What follows belongs to an exercise in optimizing a design on an open flow for small area and a short achievable clock period; a production flow would make more cautious choices. At most, simulation tests tie the RTL to the original design; equivalence was not proved.

==> inputs of 05-24 <==
==> flow/design.v (excerpt) <==
module ArithmaticUnit(
		input wire clock_i, isWb_i, enable_i,
		input wire [4:0] wbAddress_i,
		input wire [6:0] opCode_i,
		input wire [15:0] pOperand_i, sOperand_i,
		output reg wbEnable_o,
		output reg [4:0] wbAddress_o,
		output reg [15:0] wbData_o,
		output reg [1:0] statusWriteback_o  
    );
	wire [15:0] P = pOperand_i;
	wire [15:0] S = sOperand_i;
	wire mul = opCode_i[1] & opCode_i[0];
	wire sub = opCode_i[1] & ~opCode_i[0];
	wire as  = opCode_i[1] ^ opCode_i[0];
	wire [7:0] one, two, neg;
	assign one[0] = opCode_i[0] ? (~opCode_i[1] | P[0]) : opCode_i[1];
	assign two[0] = opCode_i[1] & opCode_i[0] & P[1] & ~P[0];
	assign neg[0] = opCode_i[1] & (~opCode_i[0] | P[1]);
	genvar k;
	generate for (k = 1; k < 8; k = k + 1) begin : enc
		assign one[k] = mul & (P[2*k] ^ P[2*k-1]);
		assign two[k] = mul & ((P[2*k+1] & ~P[2*k] & ~P[2*k-1]) | (~P[2*k+1] & P[2*k] & P[2*k-1]));
		assign neg[k] = mul & P[2*k+1];
	end endgenerate
	wire pp0_0_n; pa_nand2 u_pp0_0_n (.a(one[0]), .b(S[0]), .y(pp0_0_n));
	wire pp0_0; pa_xnor2 u_pp0_0 (.a(pp0_0_n), .b(neg[0]), .y(pp0_0));
	wire pp0_1_n; pa_aoi22 u_pp0_1_n (.a(one[0]), .b(S[1]), .c(two[0]), .d(S[0]), .y(pp0_1_n));
	wire pp0_1; pa_xnor2 u_pp0_1 (.a(pp0_1_n), .b(neg[0]), .y(pp0_1));
	wire pp0_2_n; pa_aoi22 u_pp0_2_n (.a(one[0]), .b(S[2]), .c(two[0]), .d(S[1]), .y(pp0_2_n));
	wire pp0_2; pa_xnor2 u_pp0_2 (.a(pp0_2_n), .b(neg[0]), .y(pp0_2));
	wire pp0_3_n; pa_aoi22 u_pp0_3_n (.a(one[0]), .b(S[3]), .c(two[0]), .d(S[2]), .y(pp0_3_n));
	wire pp0_3; pa_xnor2 u_pp0_3 (.a(pp0_3_n), .b(neg[0]), .y(pp0_3));
	wire pp0_4_n; pa_aoi22 u_pp0_4_n (.a(one[0]), .b(S[4]), .c(two[0]), .d(S[3]), .y(pp0_4_n));
	wire pp0_4; pa_xnor2 u_pp0_4 (.a(pp0_4_n), .b(neg[0]), .y(pp0_4));
	wire pp0_5_n; pa_aoi22 u_pp0_5_n (.a(one[0]), .b(S[5]), .c(two[0]), .d(S[4]), .y(pp0_5_n));
	wire pp0_5; pa_xnor2 u_pp0_5 (.a(pp0_5_n), .b(neg[0]), .y(pp0_5));
	wire pp0_6_n; pa_aoi22 u_pp0_6_n (.a(one[0]), .b(S[6]), .c(two[0]), .d(S[5]), .y(pp0_6_n));
  ...
export LEC_CHECK = 0
export CAP_MARGIN = 20
export CORE_MARGIN = 2
export CORE_UTILIZATION = 50
export SETUP_SLACK_MARGIN = 2.5
export SLEW_MARGIN = 20
export SYNTH_HIERARCHICAL = 1
export SYNTH_MINIMUM_KEEP_SIZE = 0
create_clock -name core_clock -period 8.0 [get_ports {clock_i}]
standard.sh (not shown) runs the stock make flow with config.mk's settings and CLKGATE_MAP_FILE= SYNTH_SCRIPT=/design/flow/synth_recipe.tcl, a recipe that flattens the netlist after the stock synthesis.
==> flow/flow/run.sh <==
#!/bin/bash
# Standard ORFS layout, with smaller port buffers and free cell resizing.
set -euo pipefail
bash standard.sh MATCH_CELL_FOOTPRINT=0 ABC_LOAD_IN_FF=1 "BUFFER_PORTS_ARGS=-buffer_cell sky130_fd_sc_hd__buf_1" finish > make_finish.log 2>&1
==> 02-11: changes against 05-24 <==
--- a/flow/design.v
+++ b/flow/design.v
@@ -190,18 +190,18 @@
 	wire fs3_x, fs3, fc3; pa_xor2 u_fs3_x (.a(pp5_14), .b(pp6_14), .y(fs3_x)); pa_xor2 u_fs3 (.a(fs3_x), .b(pp7_14), .y(fs3)); pa_maj3 u_fc3 (.a(pp5_14), .b(pp6_14), .c(pp7_14), .y(fc3));
 	wire hs5, hc5; pa_ha u_hs5 (.a(pp2_15), .b(pp3_15), .s(hs5), .co(hc5));
 	wire fs4, fc4; pa_fa u_fs4 (.a(pp4_15), .b(pp5_15), .c(pp1_15), .s(fs4), .co(fc4));
 	wire fs5, fc5; pa_fa u_fs5 (.a(pp6_15), .b(pp7_15), .c(pp0_15), .s(fs5), .co(fc5));
 	wire hs6, hc6; pa_ha u_hs6 (.a(ng3), .b(pp2_6), .s(hs6), .co(hc6));
 	wire hs7, hc7; pa_ha u_hs7 (.a(pp2_7), .b(pp3_7), .s(hs7), .co(hc7));
 	wire hs8, hc8; pa_ha u_hs8 (.a(ng4), .b(pp2_8), .s(hs8), .co(hc8));
-	wire fs6, fc6; pa_fa u_fs6 (.a(pp3_8), .b(pp4_8), .c(pp0_8), .s(fs6), .co(fc6));
+	wire fs6_x, fs6, fc6; pa_xor2 u_fs6_x (.a(pp3_8), .b(pp4_8), .y(fs6_x)); pa_xor2 u_fs6 (.a(fs6_x), .b(pp0_8), .y(fs6)); pa_maj3 u_fc6 (.a(pp3_8), .b(pp4_8), .c(pp0_8), .y(fc6));
 	wire hs9, hc9; pa_ha u_hs9 (.a(pp2_9), .b(pp3_9), .s(hs9), .co(hc9));
-	wire fs7, fc7; pa_fa u_fs7 (.a(pp4_9), .b(pp0_9), .c(pp1_9), .s(fs7), .co(fc7));
-	wire fs8, fc8; pa_fa u_fs8 (.a(pp3_10), .b(pp4_10), .c(hs0), .s(fs8), .co(fc8));
+	wire fs7_x, fs7, fc7; pa_xor2 u_fs7_x (.a(pp4_9), .b(pp0_9), .y(fs7_x)); pa_xor2 u_fs7 (.a(fs7_x), .b(pp1_9), .y(fs7)); pa_maj3 u_fc7 (.a(pp4_9), .b(pp0_9), .c(pp1_9), .y(fc7));
+	wire fs8_x, fs8, fc8; pa_xor2 u_fs8_x (.a(pp3_10), .b(pp4_10), .y(fs8_x)); pa_xor2 u_fs8 (.a(fs8_x), .b(hs0), .y(fs8)); pa_maj3 u_fc8 (.a(pp3_10), .b(pp4_10), .c(hs0), .y(fc8));
 	wire fs9_x, fs9, fc9; pa_xor2 u_fs9_x (.a(pp5_10), .b(pp0_10), .y(fs9_x)); pa_xor2 u_fs9 (.a(fs9_x), .b(pp1_10), .y(fs9)); pa_maj3 u_fc9 (.a(pp5_10), .b(pp0_10), .c(pp1_10), .y(fc9));
 	wire fs10_x, fs10, fc10; pa_xor2 u_fs10_x (.a(pp4_11), .b(pp5_11), .y(fs10_x)); pa_xor2 u_fs10 (.a(fs10_x), .b(hs1), .y(fs10)); pa_maj3 u_fc10 (.a(pp4_11), .b(pp5_11), .c(hs1), .y(fc10));
 	wire fs11_x, fs11, fc11; pa_xor2 u_fs11_x (.a(pp0_11), .b(pp1_11), .y(fs11_x)); pa_xor2 u_fs11 (.a(fs11_x), .b(hc0), .y(fs11)); pa_maj3 u_fc11 (.a(pp0_11), .b(pp1_11), .c(hc0), .y(fc11));
 	wire fs12_x, fs12, fc12; pa_xor2 u_fs12_x (.a(pp6_12), .b(pp0_12), .y(fs12_x)); pa_xor2 u_fs12 (.a(fs12_x), .b(fs0), .y(fs12)); pa_maj3 u_fc12 (.a(pp6_12), .b(pp0_12), .c(fs0), .y(fc12));
 	wire fs13_x, fs13, fc13; pa_xor2 u_fs13_x (.a(pp1_12), .b(hc1), .y(fs13_x)); pa_xor2 u_fs13 (.a(fs13_x), .b(hs2), .y(fs13)); pa_maj3 u_fc13 (.a(pp1_12), .b(hc1), .c(hs2), .y(fc13));
 	wire fs14_x, fs14, fc14; pa_xor2 u_fs14_x (.a(pp0_13), .b(pp1_13), .y(fs14_x)); pa_xor2 u_fs14 (.a(fs14_x), .b(fs1), .y(fs14)); pa_maj3 u_fc14 (.a(pp0_13), .b(pp1_13), .c(fs1), .y(fc14));
 	wire fs15_x, fs15, fc15; pa_xor2 u_fs15_x (.a(hc2), .b(hs3), .y(fs15_x)); pa_xor2 u_fs15 (.a(fs15_x), .b(fc0), .y(fs15)); pa_maj3 u_fc15 (.a(hc2), .b(hs3), .c(fc0), .y(fc15));
@@ -224,17 +224,17 @@
 	wire hs12, hc12; pa_ha u_hs12 (.a(xp0), .b(ng0), .s(hs12), .co(hc12));
 	wire hs13, hc13; pa_ha u_hs13 (.a(xp1), .b(pp0_1), .s(hs13), .co(hc13));
 	wire fs30, fc30; pa_fa u_fs30 (.a(ng1), .b(pp0_2), .c(pp1_2), .s(fs30), .co(fc30));
 	wire hs14, hc14; pa_ha u_hs14 (.a(pp0_3), .b(pp1_3), .s(hs14), .co(hc14));
 	wire fs31, fc31; pa_fa u_fs31 (.a(pp0_4), .b(pp1_4), .c(hs10), .s(fs31), .co(fc31));
 	wire fs32, fc32; pa_fa u_fs32 (.a(pp1_5), .b(hc10), .c(hs11), .s(fs32), .co(fc32));
 	wire fs33, fc33; pa_fa u_fs33 (.a(hs6), .b(hc11), .c(fs20), .s(fs33), .co(fc33));
-	wire fs34, fc34; pa_fa u_fs34 (.a(hs7), .b(fc20), .c(fs21), .s(fs34), .co(fc34));
+	wire fs34_x, fs34, fc34; pa_xor2 u_fs34_x (.a(hs7), .b(fc20), .y(fs34_x)); pa_xor2 u_fs34 (.a(fs34_x), .b(fs21), .y(fs34)); pa_maj3 u_fc34 (.a(hs7), .b(fc20), .c(fs21), .y(fc34));
 	wire fs35_x, fs35, fc35; pa_xor2 u_fs35_x (.a(fs6), .b(fc21), .y(fs35_x)); pa_xor2 u_fs35 (.a(fs35_x), .b(fs22), .y(fs35)); pa_maj3 u_fc35 (.a(fs6), .b(fc21), .c(fs22), .y(fc35));
-	wire fs36, fc36; pa_fa u_fs36 (.a(fs7), .b(fc22), .c(fs23), .s(fs36), .co(fc36));
+	wire fs36_x, fs36, fc36; pa_xor2 u_fs36_x (.a(fs7), .b(fc22), .y(fs36_x)); pa_xor2 u_fs36 (.a(fs36_x), .b(fs23), .y(fs36)); pa_maj3 u_fc36 (.a(fs7), .b(fc22), .c(fs23), .y(fc36));
 	wire fs37_x, fs37, fc37; pa_xor2 u_fs37_x (.a(fs8), .b(fc23), .y(fs37_x)); pa_xor2 u_fs37 (.a(fs37_x), .b(fs24), .y(fs37)); pa_maj3 u_fc37 (.a(fs8), .b(fc23), .c(fs24), .y(fc37));
 	wire fs38_x, fs38, fc38; pa_xor2 u_fs38_x (.a(fc8), .b(fc24), .y(fs38_x)); pa_xor2 u_fs38 (.a(fs38_x), .b(fs25), .y(fs38)); pa_maj3 u_fc38 (.a(fc8), .b(fc24), .c(fs25), .y(fc38));
 	wire fs39_x, fs39, fc39; pa_xor2 u_fs39_x (.a(fs13), .b(fc25), .y(fs39_x)); pa_xor2 u_fs39 (.a(fs39_x), .b(fs26), .y(fs39)); pa_maj3 u_fc39 (.a(fs13), .b(fc25), .c(fs26), .y(fc39));
 	wire fs40_x, fs40, fc40; pa_xor2 u_fs40_x (.a(fc12), .b(fc26), .y(fs40_x)); pa_xor2 u_fs40 (.a(fs40_x), .b(fs27), .y(fs40)); pa_maj3 u_fc40 (.a(fc12), .b(fc26), .c(fs27), .y(fc40));
 	wire fs41_x, fs41, fc41; pa_xor2 u_fs41_x (.a(fs17), .b(fc27), .y(fs41_x)); pa_xor2 u_fs41 (.a(fs41_x), .b(fs28), .y(fs41)); pa_maj3 u_fc41 (.a(fs17), .b(fc27), .c(fs28), .y(fc41));
 	wire fs42_x, fs42, fc42; pa_xor2 u_fs42_x (.a(fs19), .b(fc28), .y(fs42_x)); pa_xor2 u_fs42 (.a(fs42_x), .b(fs29), .y(fs42)); pa_maj3 u_fc42 (.a(fs19), .b(fc28), .c(fs29), .y(fc42));
 	wire [15:0] ra = {fc41, fc40, fc39, fc38, fc37, fc36, fc35, fc34, fc33, fc32, fc31, hc14, fc30, hc13, hc12, hs12};
Settings changed: CORE_UTILIZATION 50 to 45, TNS_END_PERCENT set to 30.
==> 10-21: changes against 05-24 <==
--- a/flow/design.v
+++ b/flow/design.v
@@ -190,18 +190,18 @@
 	wire fs3_x, fs3, fc3; pa_xor2 u_fs3_x (.a(pp5_14), .b(pp6_14), .y(fs3_x)); pa_xor2 u_fs3 (.a(fs3_x), .b(pp7_14), .y(fs3)); pa_maj3 u_fc3 (.a(pp5_14), .b(pp6_14), .c(pp7_14), .y(fc3));
 	wire hs5, hc5; pa_ha u_hs5 (.a(pp2_15), .b(pp3_15), .s(hs5), .co(hc5));
 	wire fs4, fc4; pa_fa u_fs4 (.a(pp4_15), .b(pp5_15), .c(pp1_15), .s(fs4), .co(fc4));
 	wire fs5, fc5; pa_fa u_fs5 (.a(pp6_15), .b(pp7_15), .c(pp0_15), .s(fs5), .co(fc5));
 	wire hs6, hc6; pa_ha u_hs6 (.a(ng3), .b(pp2_6), .s(hs6), .co(hc6));
 	wire hs7, hc7; pa_ha u_hs7 (.a(pp2_7), .b(pp3_7), .s(hs7), .co(hc7));
 	wire hs8, hc8; pa_ha u_hs8 (.a(ng4), .b(pp2_8), .s(hs8), .co(hc8));
-	wire fs6, fc6; pa_fa u_fs6 (.a(pp3_8), .b(pp4_8), .c(pp0_8), .s(fs6), .co(fc6));
+	wire fs6_x, fs6, fc6; pa_xor2 u_fs6_x (.a(pp3_8), .b(pp4_8), .y(fs6_x)); pa_xor2 u_fs6 (.a(fs6_x), .b(pp0_8), .y(fs6)); pa_maj3 u_fc6 (.a(pp3_8), .b(pp4_8), .c(pp0_8), .y(fc6));
 	wire hs9, hc9; pa_ha u_hs9 (.a(pp2_9), .b(pp3_9), .s(hs9), .co(hc9));
-	wire fs7, fc7; pa_fa u_fs7 (.a(pp4_9), .b(pp0_9), .c(pp1_9), .s(fs7), .co(fc7));
-	wire fs8, fc8; pa_fa u_fs8 (.a(pp3_10), .b(pp4_10), .c(hs0), .s(fs8), .co(fc8));
+	wire fs7_x, fs7, fc7; pa_xor2 u_fs7_x (.a(pp4_9), .b(pp0_9), .y(fs7_x)); pa_xor2 u_fs7 (.a(fs7_x), .b(pp1_9), .y(fs7)); pa_maj3 u_fc7 (.a(pp4_9), .b(pp0_9), .c(pp1_9), .y(fc7));
+	wire fs8_x, fs8, fc8; pa_xor2 u_fs8_x (.a(pp3_10), .b(pp4_10), .y(fs8_x)); pa_xor2 u_fs8 (.a(fs8_x), .b(hs0), .y(fs8)); pa_maj3 u_fc8 (.a(pp3_10), .b(pp4_10), .c(hs0), .y(fc8));
 	wire fs9_x, fs9, fc9; pa_xor2 u_fs9_x (.a(pp5_10), .b(pp0_10), .y(fs9_x)); pa_xor2 u_fs9 (.a(fs9_x), .b(pp1_10), .y(fs9)); pa_maj3 u_fc9 (.a(pp5_10), .b(pp0_10), .c(pp1_10), .y(fc9));
 	wire fs10_x, fs10, fc10; pa_xor2 u_fs10_x (.a(pp4_11), .b(pp5_11), .y(fs10_x)); pa_xor2 u_fs10 (.a(fs10_x), .b(hs1), .y(fs10)); pa_maj3 u_fc10 (.a(pp4_11), .b(pp5_11), .c(hs1), .y(fc10));
 	wire fs11_x, fs11, fc11; pa_xor2 u_fs11_x (.a(pp0_11), .b(pp1_11), .y(fs11_x)); pa_xor2 u_fs11 (.a(fs11_x), .b(hc0), .y(fs11)); pa_maj3 u_fc11 (.a(pp0_11), .b(pp1_11), .c(hc0), .y(fc11));
 	wire fs12_x, fs12, fc12; pa_xor2 u_fs12_x (.a(pp6_12), .b(pp0_12), .y(fs12_x)); pa_xor2 u_fs12 (.a(fs12_x), .b(fs0), .y(fs12)); pa_maj3 u_fc12 (.a(pp6_12), .b(pp0_12), .c(fs0), .y(fc12));
 	wire fs13_x, fs13, fc13; pa_xor2 u_fs13_x (.a(pp1_12), .b(hc1), .y(fs13_x)); pa_xor2 u_fs13 (.a(fs13_x), .b(hs2), .y(fs13)); pa_maj3 u_fc13 (.a(pp1_12), .b(hc1), .c(hs2), .y(fc13));
 	wire fs14_x, fs14, fc14; pa_xor2 u_fs14_x (.a(pp0_13), .b(pp1_13), .y(fs14_x)); pa_xor2 u_fs14 (.a(fs14_x), .b(fs1), .y(fs14)); pa_maj3 u_fc14 (.a(pp0_13), .b(pp1_13), .c(fs1), .y(fc14));
 	wire fs15_x, fs15, fc15; pa_xor2 u_fs15_x (.a(hc2), .b(hs3), .y(fs15_x)); pa_xor2 u_fs15 (.a(fs15_x), .b(fc0), .y(fs15)); pa_maj3 u_fc15 (.a(hc2), .b(hs3), .c(fc0), .y(fc15));
@@ -224,17 +224,17 @@
 	wire hs12, hc12; pa_ha u_hs12 (.a(xp0), .b(ng0), .s(hs12), .co(hc12));
 	wire hs13, hc13; pa_ha u_hs13 (.a(xp1), .b(pp0_1), .s(hs13), .co(hc13));
 	wire fs30, fc30; pa_fa u_fs30 (.a(ng1), .b(pp0_2), .c(pp1_2), .s(fs30), .co(fc30));
 	wire hs14, hc14; pa_ha u_hs14 (.a(pp0_3), .b(pp1_3), .s(hs14), .co(hc14));
 	wire fs31, fc31; pa_fa u_fs31 (.a(pp0_4), .b(pp1_4), .c(hs10), .s(fs31), .co(fc31));
 	wire fs32, fc32; pa_fa u_fs32 (.a(pp1_5), .b(hc10), .c(hs11), .s(fs32), .co(fc32));
 	wire fs33, fc33; pa_fa u_fs33 (.a(hs6), .b(hc11), .c(fs20), .s(fs33), .co(fc33));
-	wire fs34, fc34; pa_fa u_fs34 (.a(hs7), .b(fc20), .c(fs21), .s(fs34), .co(fc34));
+	wire fs34_x, fs34, fc34; pa_xor2 u_fs34_x (.a(hs7), .b(fc20), .y(fs34_x)); pa_xor2 u_fs34 (.a(fs34_x), .b(fs21), .y(fs34)); pa_maj3 u_fc34 (.a(hs7), .b(fc20), .c(fs21), .y(fc34));
 	wire fs35_x, fs35, fc35; pa_xor2 u_fs35_x (.a(fs6), .b(fc21), .y(fs35_x)); pa_xor2 u_fs35 (.a(fs35_x), .b(fs22), .y(fs35)); pa_maj3 u_fc35 (.a(fs6), .b(fc21), .c(fs22), .y(fc35));
-	wire fs36, fc36; pa_fa u_fs36 (.a(fs7), .b(fc22), .c(fs23), .s(fs36), .co(fc36));
+	wire fs36_x, fs36, fc36; pa_xor2 u_fs36_x (.a(fs7), .b(fc22), .y(fs36_x)); pa_xor2 u_fs36 (.a(fs36_x), .b(fs23), .y(fs36)); pa_maj3 u_fc36 (.a(fs7), .b(fc22), .c(fs23), .y(fc36));
 	wire fs37_x, fs37, fc37; pa_xor2 u_fs37_x (.a(fs8), .b(fc23), .y(fs37_x)); pa_xor2 u_fs37 (.a(fs37_x), .b(fs24), .y(fs37)); pa_maj3 u_fc37 (.a(fs8), .b(fc23), .c(fs24), .y(fc37));
 	wire fs38_x, fs38, fc38; pa_xor2 u_fs38_x (.a(fc8), .b(fc24), .y(fs38_x)); pa_xor2 u_fs38 (.a(fs38_x), .b(fs25), .y(fs38)); pa_maj3 u_fc38 (.a(fc8), .b(fc24), .c(fs25), .y(fc38));
 	wire fs39_x, fs39, fc39; pa_xor2 u_fs39_x (.a(fs13), .b(fc25), .y(fs39_x)); pa_xor2 u_fs39 (.a(fs39_x), .b(fs26), .y(fs39)); pa_maj3 u_fc39 (.a(fs13), .b(fc25), .c(fs26), .y(fc39));
 	wire fs40_x, fs40, fc40; pa_xor2 u_fs40_x (.a(fc12), .b(fc26), .y(fs40_x)); pa_xor2 u_fs40 (.a(fs40_x), .b(fs27), .y(fs40)); pa_maj3 u_fc40 (.a(fc12), .b(fc26), .c(fs27), .y(fc40));
 	wire fs41_x, fs41, fc41; pa_xor2 u_fs41_x (.a(fs17), .b(fc27), .y(fs41_x)); pa_xor2 u_fs41 (.a(fs41_x), .b(fs28), .y(fs41)); pa_maj3 u_fc41 (.a(fs17), .b(fc27), .c(fs28), .y(fc41));
 	wire fs42_x, fs42, fc42; pa_xor2 u_fs42_x (.a(fs19), .b(fc28), .y(fs42_x)); pa_xor2 u_fs42 (.a(fs42_x), .b(fs29), .y(fs42)); pa_maj3 u_fc42 (.a(fs19), .b(fc28), .c(fs29), .y(fc42));
 	wire [15:0] ra = {fc41, fc40, fc39, fc38, fc37, fc36, fc35, fc34, fc33, fc32, fc31, hc14, fc30, hc13, hc12, hs12};
Settings changed: SETUP_SLACK_MARGIN 2.5 to 2.6.
==> comparison table <==
Post-DP HPWL: 10-21 8320 um; 05-24 8210 um; 02-11 8120 um
Number of global-route vias before repair: 10-21 3676; 05-24 3318; 02-11 3389
Starting density of the core: 10-21 0.520; 05-24 0.517; 02-11 0.464
Relative max-transition margin: 10-21 0.448; 05-24 0.442; 02-11 0.306
Clock-pin slew on the worst setup and hold paths: 10-21 0.10 ns; 05-24 0.10 ns; 02-11 0.09 ns
Total area of multi-input combinational cells: 10-21 3670 um^2; 05-24 3580 um^2; 02-11 3610 um^2
Origin of the worst min-delay path: 10-21 wbAddress_i[0]; 05-24 wbAddress_i[3]; 02-11 wbAddress_i[4]
Top cell type's share of synthesized area: 10-21 0.212; 05-24 0.194; 02-11 0.212
Via count: 10-21 3781; 05-24 3606; 02-11 3574
Worst vdd ir: 10-21 98.3 uV; 05-24 82.5 uV; 02-11 98.7 uV
Global-route track usage on met2: 10-21 0.389; 05-24 0.381; 02-11 0.309
Number of nets in the layout: 10-21 620; 05-24 598; 02-11 602
Final instance area: 10-21 5030 um^2; 05-24 4830 um^2; 02-11 4860 um^2
Multi-input logic portion of the cell area: 10-21 0.729; 05-24 0.741; 02-11 0.743
Worst slack on hold paths: 10-21 1.49 ns; 05-24 1.48 ns; 02-11 1.49 ns
Synth Area in Compound Gates: 10-21 0.180; 05-24 0.182; 02-11 0.180
Total of plain and repair buffers excluding clock buffers: 10-21 90; 05-24 73; 02-11 72
Result of the run: 10-21 no timing/DRC/antenna violations; 05-24 no timing/DRC/antenna violations; 02-11 no timing/DRC/antenna violations
Peak fanout along the critical path: 10-21 11; 05-24 17; 02-11 17
Total die area: 10-21 9340 um^2; 05-24 9250 um^2; 02-11 10300 um^2
Number of multi-input logic gates: 10-21 423; 05-24 413; 02-11 423
Met1 Resource Use GR: 10-21 0.314; 05-24 0.333; 02-11 0.290
Only the layout flow was run in 05-24; the RTL was not checked for function there.

==> separate check: timing with driven ports <==
In the flow no input, the clock included, has a driving cell. The finished layouts below were timed again as built, in two steps.
Step 1 (the two cells are an assumption about what drives the block):
set clk [get_ports {clock_i}]
set_driving_cell -lib_cell sky130_fd_sc_hd__clkbuf_16 $clk
set_driving_cell -lib_cell sky130_fd_sc_hd__buf_2 [delete_from_list [all_inputs] $clk]
Step 2 also shifts input and output timing later by t, the mid clock arrival at the registers, as if the neighbouring blocks saw the same clock.
Three values: ideal ports, drivers, drivers and shift; two values: the first two.
run	t, ns	slack for setup (ns)	hold WS [ns]	slew at the worst register clock pin (ns)
05-24	0.300	2.690 / 2.698 / 2.398	1.484 / 1.478 / 1.778	0.10 / 0.10
02-11	0.292	2.713 / 2.718 / 2.426	1.491 / 1.497 / 1.789	0.09 / 0.09
10-21	0.296	2.815 / 2.821 / 2.525	1.489 / 1.489 / 1.785	0.10 / 0.10
After both steps every run listed still meets setup and hold. The setup slack of 05-24, which loses most, moves by +0.008 ns with the drivers and by -0.292 ns with both steps.
